This design comes from an exercise in tuning for small area on the open sky130 flow, not from production work. RTL that was checked went through simulation tests only; none was proved equivalent to the original. For runs 5 and 6, only the layout was checked, not whether the RTL still works. No activity file was given, so power comes from the tool's default toggle rates.

===== flow/constraint.sdc =====
create_clock -name core_clock -period 13.5 [get_ports {Clk}]
set_input_delay 2.7000 -clock core_clock [delete_from_list [all_inputs] [get_ports {Clk}]]
set_output_delay 2.7000 -clock core_clock [all_outputs]
set_load 0.01 [all_outputs]

===== flow/flow/run.sh =====
#!/bin/bash
set -euo pipefail
export POST_SYNTH_TCL="$(pwd)/flow/downsize.tcl"
export BUFFER_PORTS_ARGS="-buffer_cell sky130_fd_sc_hd__buf_1"
export RECOVER_POWER=100
export REMOVE_ABC_BUFFERS=1
SETUP_SLACK_MARGIN=0.5 bash standard.sh cts > standard_to_cts.log 2>&1
SKIP_INCREMENTAL_REPAIR=1 bash standard.sh > standard.log 2>&1

===== flow/standard.sh =====
#!/bin/bash
# synth_recipe.tcl (not shown) runs the flow's synth.tcl, then flattens the netlist and writes it again
# the make line also repeats each setting of config.mk as NAME=value (left out here)
make -C /OpenROAD-flow-scripts/flow DESIGN_CONFIG=/design/flow/config.mk WORK_HOME=/design/flow/orfs CLKGATE_MAP_FILE= SYNTH_SCRIPT=/design/flow/synth_recipe.tcl "${@:-finish}"

===== flow/flow/downsize.tcl =====
# POST_SYNTH hook: set every combinational cell of the synthesized netlist to
# the smallest-area drive strength of the same cell (the same name up to the
# _N drive suffix), so that ABC's drive choices, made without placement or
# real loads, do not stay in the layout. The flow's own repair_design and
# repair_timing then upsize only the cells that timing, slew or load need.
set ::ds_dont_use {}
if {[info exists ::env(DONT_USE_CELLS)]} { set ::ds_dont_use $::env(DONT_USE_CELLS) }
proc ds_dont_use {name} {
  foreach pat $::ds_dont_use { if {[string match $pat $name]} { return 1 } }
  return 0
}
set db [ord::get_db]
# smallest master for each base name: lowest area, then highest drive number
array set best {}
foreach lib [$db getLibs] {
  foreach m [$lib getMasters] {
    set n [$m getName]
    if {![regexp {^(sky130_fd_sc_hd__[a-z0-9]+(?:_[a-z0-9]+)*?)_([0-9]+)$} $n -> base drv]} { continue }
    if {[ds_dont_use $n]} { continue }
    set a [expr {[$m getWidth] * [$m getHeight]}]
    if {![info exists best($base)]} {
      set best($base) [list $a $drv $m]
    } else {
      lassign $best($base) ba bd bm
      if {$a < $ba || ($a == $ba && $drv > $bd)} { set best($base) [list $a $drv $m] }
    }
  }
}
set block [ord::get_db_block]
set swapped 0
foreach inst [$block getInsts] {
  set m [$inst getMaster]
  set n [$m getName]
  # registers keep the cell synthesis gave them
  if {[string match "sky130_fd_sc_hd__df*" $n] || [string match "sky130_fd_sc_hd__dl*" $n] || [string match "sky130_fd_sc_hd__sdf*" $n] || [string match "sky130_fd_sc_hd__edf*" $n]} { continue }
  if {![regexp {^(sky130_fd_sc_hd__[a-z0-9]+(?:_[a-z0-9]+)*?)_([0-9]+)$} $n -> base drv]} { continue }
  if {![info exists best($base)]} { continue }
  set bm [lindex $best($base) 2]
  if {[$bm getName] ne $n} {
    puts "downsize [$inst getName] $n -> [$bm getName]"
    $inst swapMaster $bm
    incr swapped
  }
}
puts "downsize: $swapped cells set to their smallest drive strength"

===== flow/config.mk =====
export PLATFORM = sky130hd
export DESIGN_NAME = ALU
export DESIGN_NICKNAME = ALU
export VERILOG_FILES = /design/flow/design.v
export SDC_FILE = /design/flow/constraint.sdc
export NUM_CORES = 4
export LEC_CHECK = 0
export ABC_AREA = 0
export CAP_MARGIN = 20
export CORE_MARGIN = 2
export CORE_UTILIZATION = 45
export CTS_BUF_LIST = sky130_fd_sc_hd__clkbuf_4
export CTS_CLUSTER_SIZE = 20
export GPL_TIMING_DRIVEN = 0
export SLEW_MARGIN = 20
export SYNTH_HIERARCHICAL = 1
export SYNTH_MINIMUM_KEEP_SIZE = 0

===== flow/design.v =====
module ALU (
    input Clk,
    input Reset,
    input [7:0] operand_A, operand_B,
    input [3:0] Sel,
    output [7:0] Out,
    output [3:0] Flag);
    reg [7:0] Result;
    reg [3:0] FlagCpy;
    wire [7:0] nResult;
    wire [3:0] nFlag;
    assign Out = Result;
    assign Flag = FlagCpy;
    wire [7:0] A = operand_A;
    wire [7:0] B = operand_B;
    wire s_add = (Sel == 4'h0);
    wire s_sub = (Sel == 4'h1);
    wire s_mul = (Sel == 4'h2);
    wire s_div = (Sel == 4'h3);
    wire s_shl = (Sel == 4'h4);
    wire s_shr = (Sel == 4'h5);
    wire s_lgc = (Sel >= 4'h6) && (Sel <= 4'hB);
    wire s_quo = s_div || s_shr;             
    wire sub = s_sub || s_quo;               
    wire b_lo = ~|B[7:3];                    
    wire [7:0] Y = s_shr ? (8'h01 << B[2:0]) : B;
    wire [7:0] Yx = Y ^ {8{sub}};            
    wire [7:0] Yn = ~Yx;
    wire [7:0] hz, qz;
    assign hz[0] = 1'b1;
    assign qz[0] = s_quo;
    genvar g, k;
    generate
        for (g = 1; g < 8; g = g + 1) begin : g_hz
            assign hz[g] = ~|B[7:8-g];
            assign qz[g] = (s_div && hz[g]) || (s_shr && B[2:0] < 8 - g);
        end
    endgenerate
    wire [7:0] xs_n = ~((s_mul || (s_shr && !b_lo)) ? 8'h00 : A);
    wire [7:0] xn0;                  
    wire [7:0] X0;                   
    wire [7:0] q;                    
    wire [7:0] co;                   
    wire [7:0] pr0, gr0;             
    generate
        for (g = 7; g >= 0; g = g - 1) begin : g_row
            wire [8-g:0] c;
            wire [7-g:0] xi, xo;
            wire e;                  
            localparam ET = (g == 0 || (8 - g) % 2 == 1);
            assign c[0] = sub;
            for (k = 0; k <= 7 - g; k = k + 1) begin : g_bit
                wire p, q2;
                if (k == 0) begin : g_k0
                    assign xi[0] = xs_n[g];
                    ALU_pge u_pg (.xn(xi[0]), .yn(Yn[0]), .p(p), .g(q2));
                    ALU_ce  u_c  (.p(p), .g(q2), .c(c[0]), .cn(c[1]));
                    if (g == 0) begin : g_r0
                        assign pr0[0] = p;
                        assign gr0[0] = q2;
                        ALU_sel0_r u_s (.xn(xi[0]), .t(Y[0]), .e(e), .xo(xo[0]));
                    end else if (ET) begin : g_st
                        ALU_sel0_t u_s (.xn(xi[0]), .t(Y[0]), .e(e), .xon(xo[0]));
                    end else begin : g_sn
                        ALU_sel0_n u_s (.xn(xi[0]), .t(Y[0]), .e(e), .xon(xo[0]));
                    end
                end else if (k == 1) begin : g_k1
                    assign xi[1] = xn0[g+1];
                    ALU_k1pre u_pre (.y(Yx[1]), .cn(c[1]), .pyn(p), .gyn(q2));
                    ALU_co    u_c   (.pn(p), .gn(q2), .cn(xi[1]), .c(c[2]));
                    if (g == 0) begin : g_r0
                        ALU_sel1_r u_s (.xn(xi[1]), .y(Yx[1]), .cn(c[1]), .e(e), .xo(xo[1]));
                        ALU_pge u_pg (.xn(~A[1]), .yn(Yn[1]), .p(pr0[1]), .g(gr0[1]));
                    end else if (ET) begin : g_st
                        ALU_sel1_t u_s (.xn(xi[1]), .y(Yx[1]), .cn(c[1]), .e(e), .xon(xo[1]));
                    end else begin : g_sn
                        ALU_sel1_n u_s (.xn(xi[1]), .y(Yx[1]), .cn(c[1]), .e(e), .xon(xo[1]));
                    end
                end else if (k % 2 == 0) begin : g_ke
                    assign xi[k] = g_row[g+1].xo[k-1];
                    ALU_pge u_pg (.xn(xi[k]), .yn(Yn[k]), .p(p), .g(q2));
                    ALU_ce  u_c  (.p(p), .g(q2), .c(c[k]), .cn(c[k+1]));
                    if (g == 0) begin : g_r0
                        assign pr0[k] = p;
                        assign gr0[k] = q2;
                    end
                    if (ET) begin : g_st
                        ALU_selE_t u_s (.xn(xi[k]), .yn(Yn[k]), .c(c[k]), .e(e), .xo(xo[k]));
                    end else begin : g_sn
                        ALU_selE_n u_s (.xn(xi[k]), .yn(Yn[k]), .c(c[k]), .e(e), .xo(xo[k]));
                    end
                end else begin : g_ko
                    assign xi[k] = g_row[g+1].xo[k-1];
                    ALU_pgo u_pg (.x(xi[k]), .y(Yx[k]), .pn(p), .gn(q2));
                    ALU_co  u_c  (.pn(p), .gn(q2), .cn(c[k]), .c(c[k+1]));
                    if (g == 0) begin : g_r0
                        assign pr0[k] = ~p;
                        assign gr0[k] = ~q2;
                        ALU_selO_r u_s (.x(xi[k]), .y(Yx[k]), .cn(c[k]), .e(e), .xo(xo[k]));
                    end else if (ET) begin : g_st
                        ALU_selO_t u_s (.x(xi[k]), .y(Yx[k]), .cn(c[k]), .e(e), .xon(xo[k]));
                    end else begin : g_sn
                        ALU_selO_n u_s (.x(xi[k]), .y(Yx[k]), .cn(c[k]), .e(e), .xon(xo[k]));
                    end
                end
            end
            if ((8 - g) % 2 == 0) begin : g_co_t
                assign co[g] = c[8-g];
            end else begin : g_co_n
                assign co[g] = ~c[8-g];
            end
            if (g == 0) begin : g_last
                assign e = ~s_mul | A[0];
                assign q[0] = co[0];
                assign X0 = xo;
            end else begin : g_mid
                assign xn0[g] = xo[0];
                if (ET) begin : g_en_t
                    ALU_en_t u_en (.s_mul(s_mul), .a(A[g]), .qzn(~qz[g]), .con(c[8-g]), .en(e));
                    assign q[g] = e;
                end else begin : g_en_n
                    ALU_en_n u_en (.s_mul(s_mul), .a(A[g]), .qz(qz[g]), .co(c[8-g]), .en_n(e));
                    assign q[g] = ~e;
                end
            end
        end
    endgenerate
    assign xn0[0] = ~X0[0];
    wire mul_ovf_e = |(A[7:1] & (co[7:1] | ~hz[7:1]));
    wire m0 = s_mul && A[0];         
    wire r0 = (Result == 8'h00);
    wire a0 = (A == 8'h00);
    wire b0 = (B == 8'h00);
    wire big = (B > 8);
    wire f5 = big || (B == 8 && A == 1) || (B == 7 && (A == 2 || A == 3)) ||
              (B == 6 && (A <= 7 && A >= 4)) || (B == 5 && (A <= 15 && A >= 8)) ||
              (B == 4 && (A <= 31 && A >= 16));
    wire nq = ~|q[7:1];
    wire k1 = s_add || m0;                   
    wire k0 = s_sub || (s_div && nq);        
    wire hl;                                 
    ALU_mux u_hl (.s(co[0]), .a1(k1), .a0(k0), .y(hl));
    wire hold_e = (s_mul && mul_ovf_e) || (s_shl && (!a0 || big));
    wire sX = (s_add || s_sub || s_mul) && !hold_e;  
    wire sQ = s_quo && !hold_e;                      
    reg T0, T1, T3;
    always @(*)
    begin
        case (Sel)
            4'h6: {T0, T1, T3} = 3'b001;      
            4'h7: {T0, T1, T3} = 3'b011;      
            4'h8: {T0, T1, T3} = 3'b010;      
            4'h9: {T0, T1, T3} = 3'b101;      
            4'hA: {T0, T1, T3} = 3'b110;      
            4'hB: {T0, T1, T3} = 3'b100;      
            default: {T0, T1, T3} = 3'b000;
        endcase
    end
    wire [7:0] lg;
    generate
        for (k = 0; k < 8; k = k + 1) begin : g_res
            ALU_lgb u_l (.p(pr0[k]), .g(gr0[k]), .T0(T0), .T1(T1), .T3(T3), .y(lg[k]));
            ALU_res u_r (.r(Result[k]), .x(X0[k]), .q(q[k]), .l(lg[k]),
                         .hold(hold_e), .sx(sX), .sq(sQ), .hl(hl),
                         .y(nResult[k]));
        end
    endgenerate
    wire z_e = (s_mul && (a0 || b0 || (mul_ovf_e && r0))) ||
               (s_shl && (r0 || (a0 && !big))) ||
               (s_lgc && lg == 8'h00);
    wire f0_e = FlagCpy[0] || z_e;
    wire f1_e = FlagCpy[1] || (s_shl && (!a0 || big));
    wire f2_e = FlagCpy[2] || (s_mul && mul_ovf_e);
    wire f3_e = FlagCpy[3] || (s_shr && f5);
    ALU_late2 u_f0 (.e(f0_e), .k1(m0 && r0), .k0(nq && ((s_div && r0) || s_shr)),
                    .co0(co[0]), .y(nFlag[0]));
    ALU_late  u_f1 (.e(f1_e), .k(s_add), .co0(co[0]), .y(nFlag[1]));
    ALU_late  u_f2 (.e(f2_e), .k(m0), .co0(co[0]), .y(nFlag[2]));
    ALU_late2 u_f3 (.e(f3_e), .k1(1'b0), .k0(k0), .co0(co[0]), .y(nFlag[3]));
    always @(posedge Clk, posedge Reset)
    begin
        if(Reset) begin
            Result <= 8'h00;
            FlagCpy <= 4'b0000;
        end else begin
            Result <= nResult;
            FlagCpy <= nFlag;
        end
    end
endmodule
module ALU_pge (input xn, yn, output p, g);
    assign p = ~(xn & yn);
    assign g = ~(xn | yn);
endmodule
module ALU_pgo (input x, y, output pn, gn);
    assign pn = ~(x | y);
    assign gn = ~(x & y);
endmodule
module ALU_ce (input p, g, c, output cn);
    assign cn = ~(g | (p & c));
endmodule
module ALU_co (input pn, gn, cn, output c);
    assign c = ~(gn & (pn | cn));
endmodule
module ALU_k1pre (input y, cn, output pyn, gyn);
    assign pyn = ~y & cn;
    assign gyn = ~y | cn;
endmodule
module ALU_en_t (input s_mul, a, qzn, con, output en);
    assign en = (s_mul & a) | (~qzn & ~con);
endmodule
module ALU_en_n (input s_mul, a, qz, co, output en_n);
    assign en_n = ~((s_mul & a) | (qz & co));
endmodule
module ALU_sel0_t (input xn, t, e, output xon);
    assign xon = xn ^ (e & t);
endmodule
module ALU_sel0_n (input xn, t, e, output xon);
    assign xon = xn ^ (~e & t);
endmodule
module ALU_sel0_r (input xn, t, e, output xo);
    assign xo = ~xn ^ (e & t);
endmodule
module ALU_sel1_t (input xn, y, cn, e, output xon);
    assign xon = xn ^ (e & ~(y ^ cn));
endmodule
module ALU_sel1_n (input xn, y, cn, e, output xon);
    assign xon = xn ^ (~e & ~(y ^ cn));
endmodule
module ALU_sel1_r (input xn, y, cn, e, output xo);
    assign xo = ~xn ^ (e & ~(y ^ cn));
endmodule
module ALU_selE_t (input xn, yn, c, e, output xo);
    assign xo = ~xn ^ (e & ~(yn ^ c));
endmodule
module ALU_selE_n (input xn, yn, c, e, output xo);
    assign xo = ~xn ^ (~e & ~(yn ^ c));
endmodule
module ALU_selO_t (input x, y, cn, e, output xon);
    assign xon = ~(x ^ (e & ~(y ^ cn)));
endmodule
module ALU_selO_n (input x, y, cn, e, output xon);
    assign xon = ~(x ^ (~e & ~(y ^ cn)));
endmodule
module ALU_selO_r (input x, y, cn, e, output xo);
    assign xo = x ^ (e & ~(y ^ cn));
endmodule
module ALU_lgb (input p, g, T0, T1, T3, output y);
    assign y = g ? T3 : (p ? T1 : T0);
endmodule
module ALU_res (input r, x, q, l, hold, sx, sq, hl, output y);
    assign y = hl ? r : ((hold & r) | (sx & x) | (sq & q) | l);
endmodule
module ALU_mux (input s, a1, a0, output y);
    assign y = s ? a1 : a0;
endmodule
module ALU_late (input e, k, co0, output y);
    assign y = e | (k & co0);
endmodule
module ALU_late2 (input e, k1, k0, co0, output y);
    assign y = e | (co0 ? k1 : k0);
endmodule

==> results of run 1 <==
## path summary, 6_finish.rpt
| path | slack, ns | depth (start not counted) | from | end |
|---|---|---|---|---|
| worst max-delay path | 0.47 | 58 | operand_B[2] | Result[5]$_DFF_PP0_ |
| worst min-delay path | 0.53 | 2 | Result[2]$_DFF_PP0_ | Result[2]$_DFF_PP0_ |
| worst max register to register | 11.80 | 7 | Result[5]$_DFF_PP0_ | FlagCpy[0]$_DFF_PP0_ |
| worst min register to register | 0.53 | 2 | Result[2]$_DFF_PP0_ | Result[2]$_DFF_PP0_ |
| max in group asynchronous | 10.77 | 2 | Reset | Result[5]$_DFF_PP0_ |
| min in group asynchronous | 2.40 | 2 | Reset | FlagCpy[1]$_DFF_PP0_ |
## worst min-delay path: cells and delay by family, from the launching register on
family          cells  cell delay (ns)
flops               1             0.36
compound gates      2             0.13
## per-layer routing
layer  global-route usage  up-vias
met5                    0        -
li1                     -     1643
met1                0.344     1496
met2                0.479      117
met3               0.0326       22
met4                0.113        0
## final cells by class
cell class / instances / area, um^2
Tap cell: 75 / 93.8
Fill cell: 608 / 2560
Timing Repair Buffer: 50 / 259
Clock buffer: 3 / 22.5
Multi-Input combinational cell: 411 / 2620
Clock inverter: 1 / 3.75
Sequential cell: 12 / 300
Inverter: 15 / 58.8
## layout by cell type, fill, tap and decap left out, drive strengths merged, types with 3 or more instances in the layout
cell and n:
o2bb2ai 4, xor2 26, xnor2 47, a22oi 3
nand2 87, o22ai 4, inv 15, nor2 61
a221oi 8, dfrtp 12, nor3 9, nand2b 18
buf 50, a21o 3, clkbuf 3, mux2i 8
nor4 8, nor2b 9, nand3 5, a21oi 30
o21ai 53
## power breakdown
group / leakage (nW) / switching, W / internal, W
Combinational: 1.11 / 0.000124 / 0.0000802
Clock: 0.0154 / 0.0000123 / 0.0000107
Sequential: 0.137 / 0.00000540 / 0.0000436
## metrics by stage
step | utilization | total power, W | instance area [um^2] | instances | setup TNS [ns]
6_report | 0.567 | 0.000276 | 3360 | 567 | 0
3_5_place_dp | 0.508 | 0.000233 | 3010 | 549 | -53.18
3_3_place_gp | 0.497 | 0.000227 | 2940 | 545 | -55.07
5_1_grt | 0.567 | 0.000303 | 3360 | 567 | -5.18
2_1_floorplan | - | 0.000189 | 2730 | 437 | -4.61
4_1_cts | 0.567 | 0.000276 | 3360 | 567 | 0
## registers in the layout, summed over array words and instances (netlist names)
signal / count
FlagCpy: 4
Result: 8
==> reports/qor.yml, run 1 <==
status: "timing/DRC/antenna clean"
period_share: 0.966
globalplace.congestion: 0.931
grt_overflow: 0
clock_latency_ns: 0.28
endpoint_kind: "register"
final.min_clock_period_ns: 13.03
cp_max_fo: 16
yosysWarnings: 7
grt.total_usage: 0.276
cpLargestDelayFamily: "compound AO/OA/AOI/OAI gates"
worstPathRequired_ns: 13.65
antenna_cells: 0
met3WireLength_um: 562
path_class: "in -> reg"
start_kind: "primary input"
clockRootBuffer: "clkbuf_4"
cp.arrival_ns: 13.18
die_h_um: 82.3
wl_per_cell_um: 15.6
synthesis.instances: 446
antenna_left: 0
post_cts_resized: 39
drt_iter0_markers: 222
ctsHtreeMaxLevel: 1
ioPinCount: 34
cpPeakStageDelay_ns: 0.51
wl_met1_mm: 3.88
wl_met2_mm: 4.15
dr.pass1.iters: 5
row_count: 28
area_growth_pct: 21.6
maxSlewHeadroom: 0.208
tightestPinTransition_ns: 1.18
fin_nets: 515
port_buffers: 33
max_freq_ghz: 0.0767
ir_drop_mv: 0.0527
routed.top_layer: "met4"
cts_buffer_depth: 2
cp_num_buf_inv: 1
drcViolationCount: 0
numCtsBuffers: 3
grt_pass1_wl_mm: 14.6
drive_above_1_share: 0.146
power.density_nw_per_um2: 82.3
grt_pass1_vias: 3090
cts_sinks: 12
post_cts_buffers: 13
hp-class: "reg -> reg"
max-cap-violations: 0
vias: 3278
finalMaxSlewViolations: 0
syn_avg_cell_area_um2: 6.19
die_x_um: 82.3
p_leak_nw: 1.26
setup_viol: 0
final-hold-violation-count: 0
hold_ws_ns: 0.532
crit_top_cell: "o21ai_1"
cp_slowest_cell: "or3_1"
vias_per_cell: 5.78
tritoncts: "yes"
initial_utilization: 0.466
fp.dieArea_um2: 6780
setup_slack_ns: 0.465
post-place-ws_ns: -4.62
dpl.hpwl_mm: 6.54
syn_area_um2: 2760
coreArea_um2: 5920
routed_wl_mm: 8.85
skew_ns: 0.00609
clk_pin_slew_ns: 0.07
grt_max_degree: 17
holdBufCountCts: 0
antenna_found_initial: 0
==> run 2, diff against run 1 <==
==> flow/flow/run.sh (replaced) <==
#!/bin/bash
set -euo pipefail
export POST_SYNTH_TCL="$(pwd)/flow/downsize.tcl"
export BUFFER_PORTS_ARGS="-buffer_cell sky130_fd_sc_hd__buf_1"
export RECOVER_POWER=100
SETUP_SLACK_MARGIN=0.5 bash standard.sh cts > standard_to_cts.log 2>&1
SKIP_INCREMENTAL_REPAIR=1 bash standard.sh > standard.log 2>&1
--- a/flow/config.mk
+++ b/flow/config.mk
@@ -10,7 +10,8 @@
 export CORE_MARGIN = 2
 export CORE_UTILIZATION = 45
 export CTS_BUF_LIST = sky130_fd_sc_hd__clkbuf_4
-export CTS_CLUSTER_SIZE = 20
+export CTS_CLUSTER_DIAMETER = 200
+export CTS_CLUSTER_SIZE = 40
 export GPL_TIMING_DRIVEN = 0
 export SLEW_MARGIN = 20
 export SYNTH_HIERARCHICAL = 1
==> reports/qor.yml, run 2 <==
yosysWarnings: 7  # unchanged
post_cts_buffers: 12  # -1
start_kind: "primary input"
max-cap-violations: 0  # unchanged
grt.total_usage: 0.271  # -0.00541
coreArea_um2: 5920  # unchanged
drt_iter0_markers: 227  # +2.3%
finalMaxSlewViolations: 0  # unchanged
power.internal_w: 0.000134  # -0.10%
cp_max_fo: 16  # unchanged
worstPathRequired_ns: 13.66  # about the same
cp_slowest_cell: "or4_1"
antenna_found_initial: 0  # unchanged
globalplace.congestion: 0.874  # -6.1%
ctsHtreeMaxLevel: 1  # unchanged
largest_register_ff_count: 8  # unchanged
final.min_clock_period_ns: 13.09  # +0.0571 ns
drive_above_1_share: 0.134  # -0.0125
ir_drop_mv: 0.0603  # +14%
p_switching_w: 0.000140  # -1.0%
grt_max_degree: 22  # +5
tritoncts: "yes"
status: "timing/DRC/antenna clean"
antenna_cells: 0  # unchanged
setup_slack_ns: 0.408  # -0.0571 ns
post_cts_resized: 25  # -36%
max_freq_ghz: 0.0764  # -0.44%
synthesis.instances: 446  # unchanged
top_regs: "Result: 8 flops, FlagCpy: 4 flops"
routed_wl_mm: 8.66  # -2.1%
syn_area_um2: 2760  # unchanged
maxSlewHeadroom: 0.249  # +0.0413
hp-class: "reg -> reg"
grt_pass1_vias: 2980  # -3.6%
path_class: "in -> reg"
cpPeakStageDelay_ns: 0.48  # -0.03 ns
power.density_nw_per_um2: 82.4  # about the same
die_x_um: 82.3  # unchanged
die_h_um: 82.3  # unchanged
power_frac_comb: 0.736  # -0.003
fp.dieArea_um2: 6780  # unchanged
clockRootBuffer: "clkbuf_4"
post-place-ws_ns: -2.37  # +2.25 ns
setup_viol: 0  # unchanged
holdBufCountCts: 0  # unchanged
port_buffers: 30  # -9.1%
numCtsBuffers: 3  # unchanged
area_growth_pct: 20.9
vias_per_cell: 5.66  # -2.2%
cts_sinks: 12  # unchanged
final_cell_mix: "87 x nand2_1, 60 x nor2_1, 46 x o21ai_1"
tightestPinTransition_ns: 1.12  # -0.0616 ns
p_sw_frac: 0.511  # -0.00231
dr.pass1.iters: 6  # +1
crit_top_cell: "o21ai_1"
p_leak_nw: 1.24  # -1.6%
endpoint_kind: "register"
antenna_left: 0  # unchanged
fin_nets: 516  # +0.19%
cp.arrival_ns: 13.25  # +0.07 ns
clockPowerShare: 0.085  # +0.002
clock_latency_ns: 0.28  # about the same
power_frac_seq: 0.178  # about the same
cts_buffer_depth: 2  # unchanged
initial_utilization: 0.466  # unchanged
drcViolationCount: 0  # unchanged
ioPinCount: 34  # unchanged
grt_overflow: 0  # unchanged
vias: 3213  # -2.0%
dpl.hpwl_mm: 6.61  # +1.1%
final_area_um2: 3340  # -0.63%
final-hold-violation-count: 0  # unchanged
seqCellArea_um2: 300  # unchanged
grt_pass1_wl_mm: 14.5  # -0.95%
fillers: 595  # -2.1%
skew_ns: 0.00237  # -0.00372 ns
syn_avg_cell_area_um2: 6.19  # unchanged
clk_pin_slew_ns: 0.08  # about the same
wl_per_cell_um: 15.3  # -2.3%
multi_input_area_um2: 2610  # -0.38%
regMostFlops: "Result"
row_count: 28  # unchanged
layout_commonest_cell: "nand2_1"
period_share: 0.970  # +0.00423
place_area_um2: 3080  # +2.3%
==> run 2: cell types whose count changed in the layout (fill, tap and decap cells not counted), moves of 2 or more <==
cell      delta
buf_4        -2
clkbuf_1     +4
xnor2_4      +2
buf_1        +2
buf_2        -2
xnor2_2      -2
==> run 2: path summary, 6_finish.rpt <==
path / start / to / slack (ns) / cells past startpoint
worst max-delay path: operand_B[6] / Result[5]$_DFF_PP0_ / 0.41 / 61
worst min-delay path: Result[1]$_DFF_PP0_ / Result[1]$_DFF_PP0_ / 0.53 / 2
worst max register to register: Result[5]$_DFF_PP0_ / FlagCpy[0]$_DFF_PP0_ / 11.89 / 7
worst min register to register: Result[1]$_DFF_PP0_ / Result[1]$_DFF_PP0_ / 0.53 / 2
max in group asynchronous: Reset / FlagCpy[0]$_DFF_PP0_ / 10.80 / 2
min in group asynchronous: Reset / Result[1]$_DFF_PP0_ / 2.39 / 2
==> run 2: worst max-delay path, delay by kind of cell <==
family	cells	cell delay, ns
xor+xnor	7	1.24
buf+inv	2	0.37
mux	1	0.41
simple gates	13	1.98
compound gates	38	6.55
==> run 2: metal layers <==
metal  GRT usage  routed length, um  up-vias  part of all wire
met3      0.0207                442       19             0.051
met1       0.346               3840     1464              0.44
met5           0                  0        -                 0
li1            -                  -     1638                 -
met4       0.113                181        0             0.021
met2       0.466               4200       92              0.48
==> run 2: area by class of cell <==
cell class	count	share of cell area
Multi-Input combinational cell	410	0.782
Buffer	9	0.0109
Clock inverter	1	0.00113
Inverter	15	0.0169
Timing Repair Buffer	43	0.0641
Sequential cell	12	0.0900
Clock buffer	3	0.00675
Tap cell	75	0.0281
==> run 2: power groups by stage <==
stage | registers [W] | clock network, W | logic (W)
after CTS | 0.0000492 | 0.0000237 | 0.000201
after global routing | 0.0000505 | 0.0000250 | 0.000224
after detailed placement | 0.0000500 | 0 | 0.000186
after global placement | 0.0000495 | 0 | 0.000181
final | 0.0000490 | 0.0000235 | 0.000202
after floorplan | 0.0000530 | 0 | 0.000141
==> run 2: through the flow <==
| step | setup TNS, ns | hold slack [ns] | cells | utilization | total power (W) |
|---|---|---|---|---|---|
| final | 0 | 0.534 | 568 | 0.563 | 0.000275 |
| after global routing | -6.83 | 0.572 | 568 | 0.563 | 0.000299 |
| after CTS | 0 | 0.535 | 568 | 0.563 | 0.000274 |
| after detailed placement | -26.26 | 0.519 | 552 | 0.519 | 0.000236 |
| after global placement | -26.67 | 0.505 | 551 | 0.515 | 0.000231 |
| after floorplan | 0 | 0.558 | 446 | - | 0.000194 |
==> run 3, diff against run 2 <==
==> flow/flow/run.sh (replaced) <==
#!/bin/bash
set -euo pipefail
export POST_SYNTH_TCL="$(pwd)/flow/downsize.tcl"
export BUFFER_PORTS_ARGS="-buffer_cell sky130_fd_sc_hd__buf_1"
export RECOVER_POWER=100
SETUP_SLACK_MARGIN=0.45 bash standard.sh cts > standard_to_cts.log 2>&1
SKIP_INCREMENTAL_REPAIR=1 bash standard.sh > standard.log 2>&1
--- a/flow/config.mk
+++ b/flow/config.mk
@@ -10,8 +10,7 @@
 export CORE_MARGIN = 2
 export CORE_UTILIZATION = 45
 export CTS_BUF_LIST = sky130_fd_sc_hd__clkbuf_4
-export CTS_CLUSTER_DIAMETER = 200
-export CTS_CLUSTER_SIZE = 40
+export CTS_CLUSTER_SIZE = 20
 export GPL_TIMING_DRIVEN = 0
 export SLEW_MARGIN = 20
 export SYNTH_HIERARCHICAL = 1
==> reports/qor.yml, run 3 <==
status: "timing/DRC/antenna clean"
path_class: "in -> reg"
port_buffers: 30  # unchanged
antenna_cells: 0  # unchanged
start_kind: "primary input"
die_x_um: 82.3  # unchanged
hold_depth: 2  # unchanged
met3_usage: 0.0185  # -0.00217
tightestPinTransition_ns: 1.11  # -0.00676 ns
max-cap-violations: 0  # unchanged
rr_worst_depth: 7  # unchanged
regMostFlops: "Result"
max_freq_ghz: 0.0761  # -0.38%
p_total_w: 0.000278  # +1.0%
p_leak_nw: 1.28  # +3.2%
setup_viol: 0  # unchanged
finalMaxSlewViolations: 0  # unchanged
final_cell_mix: "87 x nand2_1, 60 x nor2_1, 46 x o21ai_1"
power.density_nw_per_um2: 81.9  # -0.58%
post_cts_buffers: 15  # +3
crit_top_cell: "o21ai_1"
globalplace.congestion: 0.878  # +0.42%
synthesis.instances: 446  # unchanged
clockRootBuffer: "clkbuf_4"
whs_endpoint: "Result[3]$_DFF_PP0_"
post_cts_resized: 31  # +24%
area_growth_pct: 22.8
largest_register_ff_count: 8  # unchanged
yosysWarnings: 7  # unchanged
top_regs: "Result: 8 flops, FlagCpy: 4 flops"
holdBufCountCts: 0  # unchanged
cp_slowest_cell: "or4_1"
clock_latency_ns: 0.27  # about the same
coreArea_um2: 5920  # unchanged
ctsHtreeMaxLevel: 1  # unchanged
grt_overflow: 0  # unchanged
dr.pass1.iters: 5  # -1
hp-class: "reg -> reg"
drive_above_1_share: 0.147  # +0.0133
antenna_found_initial: 0  # unchanged
grt_busiest_layer: "met2"
cp.arrival_ns: 13.30  # +0.05 ns
cts_buffer_depth: 2  # unchanged
final.min_clock_period_ns: 13.14  # +0.0497 ns
vias_per_cell: 5.67  # +0.25%
maxSlewHeadroom: 0.254  # +0.00454
worstPathRequired_ns: 13.66  # about the same
syn_avg_cell_area_um2: 6.19  # unchanged
row_count: 28  # unchanged
min_from: "Result[3]$_DFF_PP0_"
die_h_um: 82.3  # unchanged
syn_area_um2: 2760  # unchanged
cpPeakStageDelay_ns: 0.48  # about the same
drcViolationCount: 0  # unchanged
tritoncts: "yes"
cts_sinks: 12  # unchanged
rr_startpoint: "Result[5]$_DFF_PP0_"
clk_pin_slew_ns: 0.08  # about the same
drt_iter0_markers: 145  # -36%
vias: 3238  # +0.78%
endpoint_kind: "register"
antenna_left: 0  # unchanged
routed_wl_mm: 8.70  # +0.38%
finish.utilization: 0.572  # +0.00909
grt_pass1_wl_mm: 14.6  # +0.86%
r2r_slack_ns: 11.89  # about the same
dpl.hpwl_mm: 6.62  # +0.13%
final-hold-violation-count: 0  # unchanged
use_met1: 0.348  # +0.00199
period_share: 0.973  # +0.00368
wl_per_cell_um: 15.2  # -0.15%
ir_drop_mv: 0.0593  # -1.7%
grt_max_degree: 22  # unchanged
layout_commonest_cell: "nand2_1"
skew_ns: 0.00168  # -0.000694 ns
grt_pass1_vias: 3089  # +3.7%
initial_utilization: 0.466  # unchanged
fp.dieArea_um2: 6780  # unchanged
fin_nets: 519  # +0.58%
cp_max_fo: 16  # unchanged
numCtsBuffers: 3  # unchanged
r2r_end: "FlagCpy[0]$_DFF_PP0_"
gr-usage-met2: 0.481  # +0.0145
grt.total_usage: 0.273  # +0.00268
ioPinCount: 34  # unchanged
-- run 3: changes by cell type in the layout (fill, tap and decap cells not counted), sizes merged --
| cell | previous run | this run |
|---|---|---|
| buf | 47 | 50 |
-- run 3: layout make-up --
type,instances,area (um^2)
multi-input cells,410,2640
fillers,627,2530
flip-flops and latches,12,300
repair buffers,46,236
well taps,75,93.8
inverters,15,58.8
plain buffers,9,36.3
clock buffers,3,22.5
clock inverters,1,3.75
-- run 3: worst max-delay path by stage --
stage | cells after the start | start | end
after CTS | 61 | operand_B[6] | Result[6]$_DFF_PP0_
after global placement | 59 | Sel[0] | Result[4]$_DFF_PP0_
final | 61 | operand_B[6] | Result[1]$_DFF_PP0_
after detailed placement | 59 | Sel[0] | Result[6]$_DFF_PP0_
after global routing | 62 | operand_B[6] | Result[7]$_DFF_PP0_
after floorplan | 59 | Sel[0] | Result[0]$_DFF_PP0_
-- run 3: metrics by stage --
| step | std cells | setup WS, ns | hold slack (ns) | setup TNS [ns] | cell area [um^2] |
|---|---|---|---|---|---|
| 3_5_place_dp | 552 | -2.68 | 0.516 | -29.92 | 3070 |
| 5_1_grt | 571 | -0.708 | 0.569 | -6.92 | 3390 |
| 3_3_place_gp | 551 | -2.63 | 0.506 | -29.68 | 3040 |
| 4_1_cts | 571 | 0.455 | 0.533 | 0 | 3390 |
| 6_report | 571 | 0.359 | 0.543 | 0 | 3390 |
| 2_1_floorplan | 446 | 0.455 | 0.558 | 0 | 2840 |
-- run 3: power breakdown --
group / switching [W] / internal, W
sequential: 0.00000560 / 0.0000436
combinational: 0.000124 / 0.0000818
clock: 0.0000120 / 0.0000107
-- run 3: metal layers --
| layer | wire length (um) | up-vias |
|---|---|---|
| met2 | 4140 | 98 |
| met5 | 0 | - |
| met1 | 3860 | 1477 |
| li1 | - | 1645 |
| met3 | 482 | 18 |
| met4 | 216 | 0 |
-- run 3: worst max-delay path, delay by kind of cell --
kind | cells | cell delay, ns
xor+xnor | 7 | 1.32
simple gates | 15 | 2.37
compound gates | 35 | 5.90
mux | 1 | 0.41
buf+inv | 3 | 0.57
==> run 4, diff against run 3 <==
==> flow/flow/run.sh (replaced) <==
#!/bin/bash
set -euo pipefail
export POST_SYNTH_TCL="$(pwd)/flow/downsize.tcl"
export BUFFER_PORTS_ARGS="-buffer_cell sky130_fd_sc_hd__buf_1"
export RECOVER_POWER=100
SETUP_SLACK_MARGIN=0.55 bash standard.sh cts > standard_to_cts.log 2>&1
SKIP_INCREMENTAL_REPAIR=1 bash standard.sh > standard.log 2>&1
==> reports/qor.yml, run 4 <==
status: "timing/DRC/antenna clean"
finalMaxSlewViolations: 0  # unchanged
post-place-ws_ns: -2.37  # +0.312 ns
top_regs: "Result: 8 flops, FlagCpy: 4 flops"
r2r_slack_ns: 11.88  # about the same
rr_startpoint: "Result[5]$_DFF_PP0_"
cp_slowest_cell: "or4_1"
synthesis.instances: 446  # unchanged
largest_register_ff_count: 8  # unchanged
period_share: 0.969  # -0.00429
final-hold-violation-count: 0  # unchanged
die_x_um: 82.3  # unchanged
multi_input_area_um2: 2620  # -0.81%
dpl.hpwl_mm: 6.61  # -0.13%
max-cap-violations: 0  # unchanged
final.min_clock_period_ns: 13.08  # -0.0579 ns
power.internal_w: 0.000135  # -0.80%
p_switching_w: 0.000141  # -0.18%
regMostFlops: "Result"
setup_viol: 0  # unchanged
clock_latency_ns: 0.28  # about the same
cpLargestDelayFamily: "compound AO/OA/AOI/OAI gates"
globalplace.congestion: 0.874  # -0.42%
endpoint_kind: "register"
holdBufCountCts: 0  # unchanged
die_h_um: 82.3  # unchanged
vias: 3241  # +0.093%
fin_nets: 518  # -0.19%
fp.dieArea_um2: 6780  # unchanged
cp_num_buf_inv: 3  # unchanged
crit_top_cell: "o21ai_1"
drive_above_1_share: 0.139  # -0.00778
cpPeakStageDelay_ns: 0.48  # about the same
maxSlewHeadroom: 0.251  # -0.00311
wl_per_cell_um: 15.4  # +1.3%
start_kind: "primary input"
routed_wl_mm: 8.79  # +1.1%
antenna_left: 0  # unchanged
grt.total_usage: 0.273  # -0.000805
tritoncts: "yes"
max_freq_ghz: 0.0764  # +0.44%
clockPowerShare: 0.085  # +0.003
syn_area_um2: 2760  # unchanged
rr_worst_depth: 7  # unchanged
path_class: "in -> reg"
worstPathRequired_ns: 13.66  # about the same
port_buffers: 30  # unchanged
cp-startpoint: "operand_B[6]"
seqCellArea_um2: 300  # unchanged
whs_endpoint: "Result[1]$_DFF_PP0_"
layout_commonest_cell: "nand2_1"
grt_max_degree: 22  # unchanged
min_from: "Result[1]$_DFF_PP0_"
hp-class: "reg -> reg"
cts_sinks: 12  # unchanged
drt_iter0_markers: 213  # +47%
cp_max_fo: 16  # unchanged
cts_buffer_depth: 2  # unchanged
p_leak_nw: 1.26  # -1.7%
cp.arrival_ns: 13.24  # -0.06 ns
syn_avg_cell_area_um2: 6.19  # unchanged
ctsHtreeMaxLevel: 1  # unchanged
row_count: 28  # unchanged
skew_ns: 0.00223  # +0.000551 ns
power_frac_seq: 0.177  # about the same
power_frac_comb: 0.738  # -0.003
post_cts_buffers: 14  # -1
antenna_cells: 0  # unchanged
hold_depth: 2  # unchanged
clockRootBuffer: "clkbuf_4"
power.density_nw_per_um2: 82.2  # +0.44%
tightestPinTransition_ns: 1.12  # +0.00463 ns
coreArea_um2: 5920  # unchanged
final_cell_mix: "87 x nand2_1, 60 x nor2_1, 46 x o21ai_1"
r2r_end: "FlagCpy[0]$_DFF_PP0_"
post_cts_resized: 26  # -16%
drcViolationCount: 0  # unchanged
grt_overflow: 0  # unchanged
finish.utilization: 0.567  # -0.00528
grt_pass1_vias: 2999  # -2.9%
p_sw_frac: 0.511  # +0.00155
area_growth_pct: 21.7
final_area_um2: 3360  # -0.92%
grt_pass1_wl_mm: 14.5  # -0.28%
ioPinCount: 34  # unchanged
yosysWarnings: 7  # unchanged
place_area_um2: 3080  # +0.16%
antenna_found_initial: 0  # unchanged
setup_slack_ns: 0.416  # +0.0579 ns
initial_utilization: 0.466  # unchanged
vias_per_cell: 5.69  # +0.27%
ir_drop_mv: 0.0604  # +1.9%
fillers: 592  # -5.6%
numCtsBuffers: 3  # unchanged
clk_pin_slew_ns: 0.08  # about the same
dr.pass1.iters: 5  # unchanged
## run 4: changes by cell type in the layout (fill, tap and decap cells not counted)
| cell | previous run | this run |
|---|---|---|
| inv_4 | 1 | 0 |
| buf_4 | 15 | 14 |
| xnor2_2 | 8 | 6 |
| a221oi_1 | 7 | 8 |
| inv_2 | 13 | 14 |
| a221oi_2 | 1 | 0 |
| xnor2_1 | 37 | 39 |
## run 4: worst max-delay path by stage
stage                                endpoint  slack [ns]  cells after the start
after floorplan           Result[0]$_DFF_PP0_        0.56                     59
after global placement    Result[4]$_DFF_PP0_       -2.39                     59
after detailed placement  Result[5]$_DFF_PP0_       -2.37                     59
after CTS                 Result[7]$_DFF_PP0_        0.60                     63
after global routing      Result[7]$_DFF_PP0_       -0.58                     63
final                     Result[5]$_DFF_PP0_        0.42                     62
## run 4: final cells by class
class                      count  area share
tap                           75      0.0279
clock inverter                 1     0.00112
inverter                      15      0.0168
multi-input combinational    410       0.779
buffer                         9      0.0108
sequential                    12      0.0894
clock buffer                   3     0.00671
timing repair buffer          45      0.0682
## run 4: worst register-to-register path, cell delays in order (launching register included)
cell and delay, ns:
dfrtp_1 0.40, nor4_1 0.47, nand2_1 0.19, nor2_1 0.12, nor2_1 0.05, nor2_1 0.08, nor2b_1 0.13, a211o_1 0.12
## run 4: power groups by stage
stage	Clock (W)	Sequential, W	Combinational, W
2_1_floorplan	0	0.0000530	0.000141
3_3_place_gp	0	0.0000495	0.000181
3_5_place_dp	0	0.0000500	0.000186
4_1_cts	0.0000237	0.0000492	0.000202
5_1_grt	0.0000250	0.0000505	0.000225
6_report	0.0000234	0.0000490	0.000204
## run 4: metrics by stage
step                      total power, W  setup TNS (ns)  hold WS [ns]  cells
final                           0.000276               0         0.531    570
after detailed placement        0.000236          -26.26         0.519    552
after global routing            0.000301           -5.44         0.572    570
after global placement          0.000231          -26.67         0.505    551
after CTS                       0.000275               0         0.535    570
after floorplan                 0.000194               0         0.558    446
## run 4: per-layer routing
| metal | share of wire | up-vias | track usage |
|---|---|---|---|
| met3 | 0.047 | 21 | 0.0250 |
| met2 | 0.48 | 89 | 0.468 |
| met5 | 0 | - | 0 |
| met4 | 0.025 | 0 | 0.118 |
| met1 | 0.45 | 1486 | 0.346 |
| li1 | - | 1645 | - |
==> run 5, diff against run 4 <==
--- a/flow/design.v
+++ b/flow/design.v
@@ -132,9 +132,18 @@
     wire a0 = (A == 8'h00);
     wire b0 = (B == 8'h00);
     wire big = (B > 8);
-    wire f5 = big || (B == 8 && A == 1) || (B == 7 && (A == 2 || A == 3)) ||
-              (B == 6 && (A <= 7 && A >= 4)) || (B == 5 && (A <= 15 && A >= 8)) ||
-              (B == 4 && (A <= 31 && A >= 16));
+    wire z5 = ~|A[7:5];
+    reg lb;                          
+    always @(*)
+    begin
+        case (B[1:0])
+            2'd0: lb = A[4];
+            2'd1: lb = A[4:3] == 2'b01;
+            2'd2: lb = A[4:2] == 3'b001;
+            default: lb = A[4:1] == 4'b0001;
+        endcase
+    end
+    wire f5 = b_lo ? (B[2] && z5 && lb) : (big || (z5 && A[4:0] == 5'b00001));
     wire nq = ~|q[7:1];
     wire k1 = s_add || m0;                   
     wire k0 = s_sub || (s_div && nq);        
==> flow/flow/run.sh (replaced) <==
#!/bin/bash
set -euo pipefail
export POST_SYNTH_TCL="$(pwd)/flow/downsize.tcl"
export BUFFER_PORTS_ARGS="-buffer_cell sky130_fd_sc_hd__buf_1"
export RECOVER_POWER=100
SETUP_SLACK_MARGIN=0.5 bash standard.sh cts > standard_to_cts.log 2>&1
SKIP_INCREMENTAL_REPAIR=1 bash standard.sh > standard.log 2>&1
==> reports/qor.yml, run 5 <==
status: "timing/DRC/antenna clean"
maxSlewHeadroom: 0.152  # -0.0986
ir_drop_mv: 0.0548  # -9.2%
fin_nets: 523  # +0.97%
endpoint_kind: "register"
holdBufCountCts: 0  # unchanged
finish.utilization: 0.577  # +0.0101
coreArea_um2: 5990  # +1.2%
synthesis.instances: 444  # -0.45%
rr_worst_depth: 6  # -1
worstPathRequired_ns: 13.66  # about the same
max-cap-violations: 0  # unchanged
post_cts_resized: 30  # +15%
wl_per_cell_um: 15.7  # +1.9%
grt_max_degree: 17  # -23%
rr_startpoint: "Result[5]$_DFF_PP0_"
die_h_um: 83.1  # +0.97%
numCtsBuffers: 3  # unchanged
area_growth_pct: 22.8
antenna_found_initial: 0  # unchanged
min_from: "Result[5]$_DFF_PP0_"
globalplace.congestion: 0.948  # +8.4%
cp_slowest_cell: "mux2_4"
fp.dieArea_um2: 6910  # +1.9%
cp-startpoint: "Sel[3]"
r2r_slack_ns: 11.77  # -0.11 ns
path_class: "in -> reg"
final_cell_mix: "81 x nand2_1, 55 x nor2_1, 42 x o21ai_1"
p_total_w: 0.000280  # +1.4%
drt_iter0_markers: 256  # +20%
initial_utilization: 0.470  # +0.00395
final.min_clock_period_ns: 13.08  # -0.00797 ns
tightestPinTransition_ns: 1.26  # +0.147 ns
start_kind: "primary input"
grt.total_usage: 0.263  # -0.00943
hold_ws_ns: 0.523  # -0.00878 ns
cts_buffer_depth: 2  # unchanged
hp-class: "reg -> reg"
grt_pass1_wl_mm: 15.3  # +5.2%
cts_sinks: 12  # unchanged
port_buffers: 30  # unchanged
r2r_end: "FlagCpy[0]$_DFF_PP0_"
vias: 3283  # +1.3%
period_share: 0.969  # about the same
final-hold-violation-count: 0  # unchanged
post_cts_buffers: 15  # +1
top_regs: "Result: 8 flops, FlagCpy: 4 flops"
antenna_left: 0  # unchanged
cp_max_fo: 16  # unchanged
dr.pass1.iters: 5  # unchanged
dpl.hpwl_mm: 6.61  # about the same
yosysWarnings: 7  # unchanged
max_freq_ghz: 0.0765  # about the same
clock_latency_ns: 0.27  # about the same
tritoncts: "yes"
ioPinCount: 34  # unchanged
cpPeakStageDelay_ns: 0.41  # -0.07 ns
die_x_um: 83.1  # +0.97%
finalMaxSlewViolations: 0  # unchanged
setup_viol: 0  # unchanged
crit_top_cell: "o21ai_1"
ctsHtreeMaxLevel: 1  # unchanged
row_count: 28  # unchanged
critPathCapture: "Result[6]$_DFF_PP0_"
drive_above_1_share: 0.153  # +0.0138
skew_ns: 0.00297  # +0.000740 ns
vias_per_cell: 5.75  # +1.1%
p_leak_nw: 1.35  # +7.5%
cp.arrival_ns: 13.23  # about the same
antenna_cells: 0  # unchanged
syn_area_um2: 2820  # +2.0%
layout_commonest_cell: "nand2_1"
power.density_nw_per_um2: 80.9  # -1.6%
grt_overflow: 0  # unchanged
regMostFlops: "Result"
clk_pin_slew_ns: 0.07  # about the same
routed_wl_mm: 8.98  # +2.1%
largest_register_ff_count: 8  # unchanged
grt_pass1_vias: 3130  # +4.4%
syn_avg_cell_area_um2: 6.34  # +2.5%
clockRootBuffer: "clkbuf_4"
drcViolationCount: 0  # unchanged
## run 5: layout make-up
cell class,count,area (um^2)
fill,615,2530
sequential,12,300
multi-input combinational,409,2690
clock buffer,3,22.5
tap,75,93.8
inverter,16,62.6
buffer,8,32.5
clock inverter,1,3.75
timing repair buffer,47,250
## run 5: how the worst min path moves through the flow
stage	slack [ns]	end	depth (start not counted)
after CTS	0.53	Result[6]$_DFF_PP0_	2
after floorplan	0.55	Result[2]$_DFF_PP0_	2
after detailed placement	0.51	Result[6]$_DFF_PP0_	2
final	0.52	Result[5]$_DFF_PP0_	2
after global placement	0.50	Result[1]$_DFF_PP0_	2
after global routing	0.56	Result[1]$_DFF_PP0_	2
## run 5: critical path, delay by kind of cell
kind	cells	cell delay, ns
AO/OA/AOI/OAI	37	6.65
XOR/XNOR	7	1.13
buffers and inverters	4	0.76
multiplexers	1	0.41
AND/OR/NAND/NOR	11	1.55
## run 5: metrics by stage
stage / cell area, um^2 / TNS, ns / worst slack (ns) / cells
floorplan: 2900 / 0 / 0.523 / 444
global placement: 3110 / -25.98 / -2.33 / 549
detailed placement: 3150 / -25.29 / -2.29 / 551
CTS: 3460 / 0 / 0.504 / 571
global route: 3460 / -6.81 / -0.698 / 571
finish: 3460 / 0 / 0.424 / 571
## run 5: power breakdown
| part | internal (W) | switching (W) |
|---|---|---|
| clock network | 0.0000107 | 0.0000122 |
| registers | 0.0000436 | 0.00000495 |
| logic | 0.0000836 | 0.000125 |
## run 5: metal layers
metal	GRT usage	vias to the layer above	share of wire
met3	0.0268	26	0.052
met2	0.455	100	0.47
li1	-	1647	-
met1	0.340	1510	0.45
met4	0.0909	0	0.029
met5	0	-	0
==> run 6, diff against run 5 <==
--- a/flow/design.v
+++ b/flow/design.v
@@ -33,9 +33,13 @@
     generate
         for (g = 1; g < 8; g = g + 1) begin : g_hz
             assign hz[g] = ~|B[7:8-g];
-            assign qz[g] = (s_div && hz[g]) || (s_shr && B[2:0] < 8 - g);
+            if (g < 6) begin : g_q
+                assign qz[g] = (s_div && hz[g]) || (s_shr && B[2:0] < 8 - g);
+            end
         end
     endgenerate
+    ALU_qz7 u_qz7 (.s_div(s_div), .s_shr(s_shr), .b(B), .qz(qz[7]));
+    ALU_qz6 u_qz6 (.s_div(s_div), .s_shr(s_shr), .b(B), .qz(qz[6]));
     wire [7:0] xs_n = ~((s_mul || (s_shr && !b_lo)) ? 8'h00 : A);
     wire [7:0] xn0;                  
     wire [7:0] X0;                   
@@ -132,18 +136,9 @@
     wire a0 = (A == 8'h00);
     wire b0 = (B == 8'h00);
     wire big = (B > 8);
-    wire z5 = ~|A[7:5];
-    reg lb;                          
-    always @(*)
-    begin
-        case (B[1:0])
-            2'd0: lb = A[4];
-            2'd1: lb = A[4:3] == 2'b01;
-            2'd2: lb = A[4:2] == 3'b001;
-            default: lb = A[4:1] == 4'b0001;
-        endcase
-    end
-    wire f5 = b_lo ? (B[2] && z5 && lb) : (big || (z5 && A[4:0] == 5'b00001));
+    wire f5 = big || (B == 8 && A == 1) || (B == 7 && (A == 2 || A == 3)) ||
+              (B == 6 && (A <= 7 && A >= 4)) || (B == 5 && (A <= 15 && A >= 8)) ||
+              (B == 4 && (A <= 31 && A >= 16));
     wire nq = ~|q[7:1];
     wire k1 = s_add || m0;                   
     wire k0 = s_sub || (s_div && nq);        
@@ -269,3 +264,9 @@
 module ALU_late2 (input e, k1, k0, co0, output y);
     assign y = e | (co0 ? k1 : k0);
 endmodule
+module ALU_qz7 (input s_div, s_shr, input [7:0] b, output qz);
+    assign qz = (s_div & ~|b[7:1]) | (s_shr & ~|b[2:0]);
+endmodule
+module ALU_qz6 (input s_div, s_shr, input [7:0] b, output qz);
+    assign qz = (s_div & ~|b[7:2]) | (s_shr & ~b[2] & ~b[1]);
+endmodule
==> reports/qor.yml, run 6 <==
syn_area_um2: 2800  # -0.71%
vias: 3338  # +1.7%
fillers: 609  # -0.98%
yosysWarnings: 7  # unchanged
antenna_found_initial: 0  # unchanged
final-hold-violation-count: 0  # unchanged
r2r_end: "FlagCpy[0]$_DFF_PP0_"
crit_top_cell: "o21ai_1"
critPathCapture: "Result[7]$_DFF_PP0_"
post-place-ws_ns: -2.07  # +0.227 ns
hold_ws_ns: 0.525  # +0.00284 ns
period_share: 0.974  # +0.00540
synthesis.instances: 444  # unchanged
clk_pin_slew_ns: 0.07  # about the same
max-cap-violations: 0  # unchanged
p_leak_nw: 1.36  # +1.1%
cts_buffer_depth: 2  # unchanged
status: "timing/DRC/antenna clean"
clock_latency_ns: 0.27  # about the same
cp-startpoint: "Sel[3]"
final.min_clock_period_ns: 13.15  # +0.0729 ns
cp.arrival_ns: 13.31  # +0.08 ns
r2r_slack_ns: 11.79  # +0.02 ns
ir_drop_mv: 0.0727  # +33%
max_freq_ghz: 0.0761  # -0.55%
p_total_w: 0.000285  # +1.7%
routed_wl_mm: 8.94  # -0.41%
regMostFlops: "Result"
setup_slack_ns: 0.352  # -0.0729 ns
drcViolationCount: 0  # unchanged
port_buffers: 31  # +3.3%
setup_viol: 0  # unchanged
fp.dieArea_um2: 6860  # -0.67%
cp_slowest_cell: "xnor2_1"
cpPeakStageDelay_ns: 0.35  # -0.06 ns
ctsHtreeMaxLevel: 1  # unchanged
dr.pass1.iters: 5  # unchanged
holdBufCountCts: 0  # unchanged
coreArea_um2: 5960  # -0.58%
worstPathRequired_ns: 13.66  # about the same
layout_commonest_cell: "nand2_1"
skew_ns: 0.000171  # -0.00280 ns
endpoint_kind: "register"
rr_startpoint: "Result[5]$_DFF_PP0_"
die_h_um: 82.8  # -0.34%
largest_register_ff_count: 8  # unchanged
row_count: 28  # unchanged
grt_pass1_vias: 3000  # -4.2%
post_cts_buffers: 16  # +1
numCtsBuffers: 3  # unchanged
tritoncts: "yes"
path_class: "in -> reg"
ioPinCount: 34  # unchanged
fin_nets: 520  # -0.57%
wl_per_cell_um: 15.6  # -0.59%
antenna_cells: 0  # unchanged
maxSlewHeadroom: 0.260  # +0.107
globalplace.congestion: 0.948  # about the same
finalMaxSlewViolations: 0  # unchanged
grt.total_usage: 0.260  # -0.00349
die_x_um: 82.8  # -0.34%
post_cts_resized: 35  # +17%
rr_worst_depth: 6  # unchanged
clockRootBuffer: "clkbuf_4"
final_cell_mix: "81 x nand2_1, 55 x nor2_1, 40 x o21ai_1"
dpl.hpwl_mm: 6.63  # +0.25%
antenna_left: 0  # unchanged
drt_iter0_markers: 298  # +16%
drive_above_1_share: 0.181  # +0.0279
area_growth_pct: 25.3
hp-class: "reg -> reg"
grt_max_degree: 17  # unchanged
vias_per_cell: 5.84  # +1.5%
tightestPinTransition_ns: 1.10  # -0.160 ns
grt_overflow: 0  # unchanged
grt_pass1_wl_mm: 15.0  # -1.9%
initial_utilization: 0.470  # -0.000596
top_regs: "Result: 8 flops, FlagCpy: 4 flops"
power.density_nw_per_um2: 81.3  # +0.41%
cts_sinks: 12  # unchanged
syn_avg_cell_area_um2: 6.30  # -0.71%
cp_max_fo: 10  # -6
start_kind: "primary input"
==> run 6: cell count changes in the layout (fill, tap and decap cells not counted), moves of 4 or more <==
cell / change
xnor2_2: +4
a21oi_1: -4
ha_1: -4
or3_1: +4
xnor2_1: -4
buf_1: +5
clkbuf_1: -5
==> run 6: area by class of cell <==
type	count	area [um^2]	area share
timing repair buffer	48	253	0.0721
tap	75	93.8	0.0268
buffer	8	35.0	0.0100
clock buffer	3	22.5	0.00643
multi-input combinational	406	2720	0.777
sequential	12	300	0.0857
clock inverter	1	3.75	0.00107
inverter	19	73.8	0.0211
==> run 6: worst min-delay path by stage <==
| stage | start | end | slack, ns | cells after the start |
|---|---|---|---|---|
| after floorplan | Result[2]$_DFF_PP0_ | Result[2]$_DFF_PP0_ | 0.55 | 2 |
| after global placement | Result[1]$_DFF_PP0_ | Result[1]$_DFF_PP0_ | 0.51 | 2 |
| after detailed placement | Result[3]$_DFF_PP0_ | Result[3]$_DFF_PP0_ | 0.51 | 2 |
| after CTS | Result[3]$_DFF_PP0_ | Result[3]$_DFF_PP0_ | 0.53 | 2 |
| after global routing | Result[3]$_DFF_PP0_ | Result[3]$_DFF_PP0_ | 0.55 | 2 |
| final | Result[0]$_DFF_PP0_ | Result[0]$_DFF_PP0_ | 0.53 | 2 |
==> run 6: stage by stage <==
stage,instances,util,cell area (um^2),TNS [ns]
6_report,572,0.588,3500,0
5_1_grt,572,0.588,3500,-6.68
4_1_cts,572,0.588,3500,0
3_5_place_dp,551,0.530,3160,-23.02
3_3_place_gp,550,0.525,3130,-22.23
2_1_floorplan,444,-,2920,0
==> run 6: per-layer routing <==
metal / share of wire / up-vias / wire [um] / global-route usage
met4: 0.012 / 0 / 103 / 0.0373
met3: 0.077 / 17 / 686 / 0.0328
met1: 0.44 / 1525 / 3970 / 0.367
met5: 0 / - / 0 / 0
li1: - / 1649 / - / -
met2: 0.47 / 147 / 4180 / 0.433
==> run 6: where the power goes <==
group / switching (W) / internal [W] / leakage (nW)
clock: 0.0000121 / 0.0000107 / 0.0154
sequential: 0.00000514 / 0.0000436 / 0.137
combinational: 0.000128 / 0.0000855 / 1.21
total: 0.000145 / 0.000140 / 1.36
==> run 6: critical path, delay by kind of cell <==
kind,cells,cell delay [ns]
AO/OA/AOI/OAI,37,6.36
buffers and inverters,2,0.51
XOR/XNOR,9,1.61
AND/OR/NAND/NOR,14,2.10

separate check: timing with driven ports:
In the flow no input, the clock included, has a driving cell. The finished layouts below were timed again as built, in two steps. Step 1 sets driving cells, clkbuf_16 on the clock port and buf_2 on the other inputs (assumed; they add their load-dependent delay and slew). Step 2 times the ports against the registers' clock, not the clock port: input delays grow and output delays shrink by t, the midpoint of the rising clock arrivals with the driver on. Slacks: ideal / step 1 / step 2; pairs: ideal / step 1.
| run | shift t [ns] | setup slack, ns | worst setup path at the end | latest minus earliest clock arrival (ns) | pins driven straight from the clock port |
|---|---|---|---|---|---|
| run 1 | 0.297 | 0.465 / 0.467 / 0.170 | input to register | 0.006 / 0.006 | 1 |
| run 2 | 0.299 | 0.408 / 0.409 / 0.110 | input to register | 0.002 / 0.003 | 1 |
| run 3 | 0.292 | 0.359 / 0.362 / 0.069 | input to register | 0.002 / 0.001 | 1 |
| run 4 | 0.298 | 0.416 / 0.416 / 0.118 | input to register | 0.003 / 0.003 | 1 |
| run 5 | 0.295 | 0.424 / 0.426 / 0.130 | input to register | 0.003 / 0.003 | 1 |
| run 6 | 0.293 | 0.352 / 0.351 / 0.058 | input to register | 0.000 / 0.000 | 1 |
After both steps setup and hold are still met in every run listed.
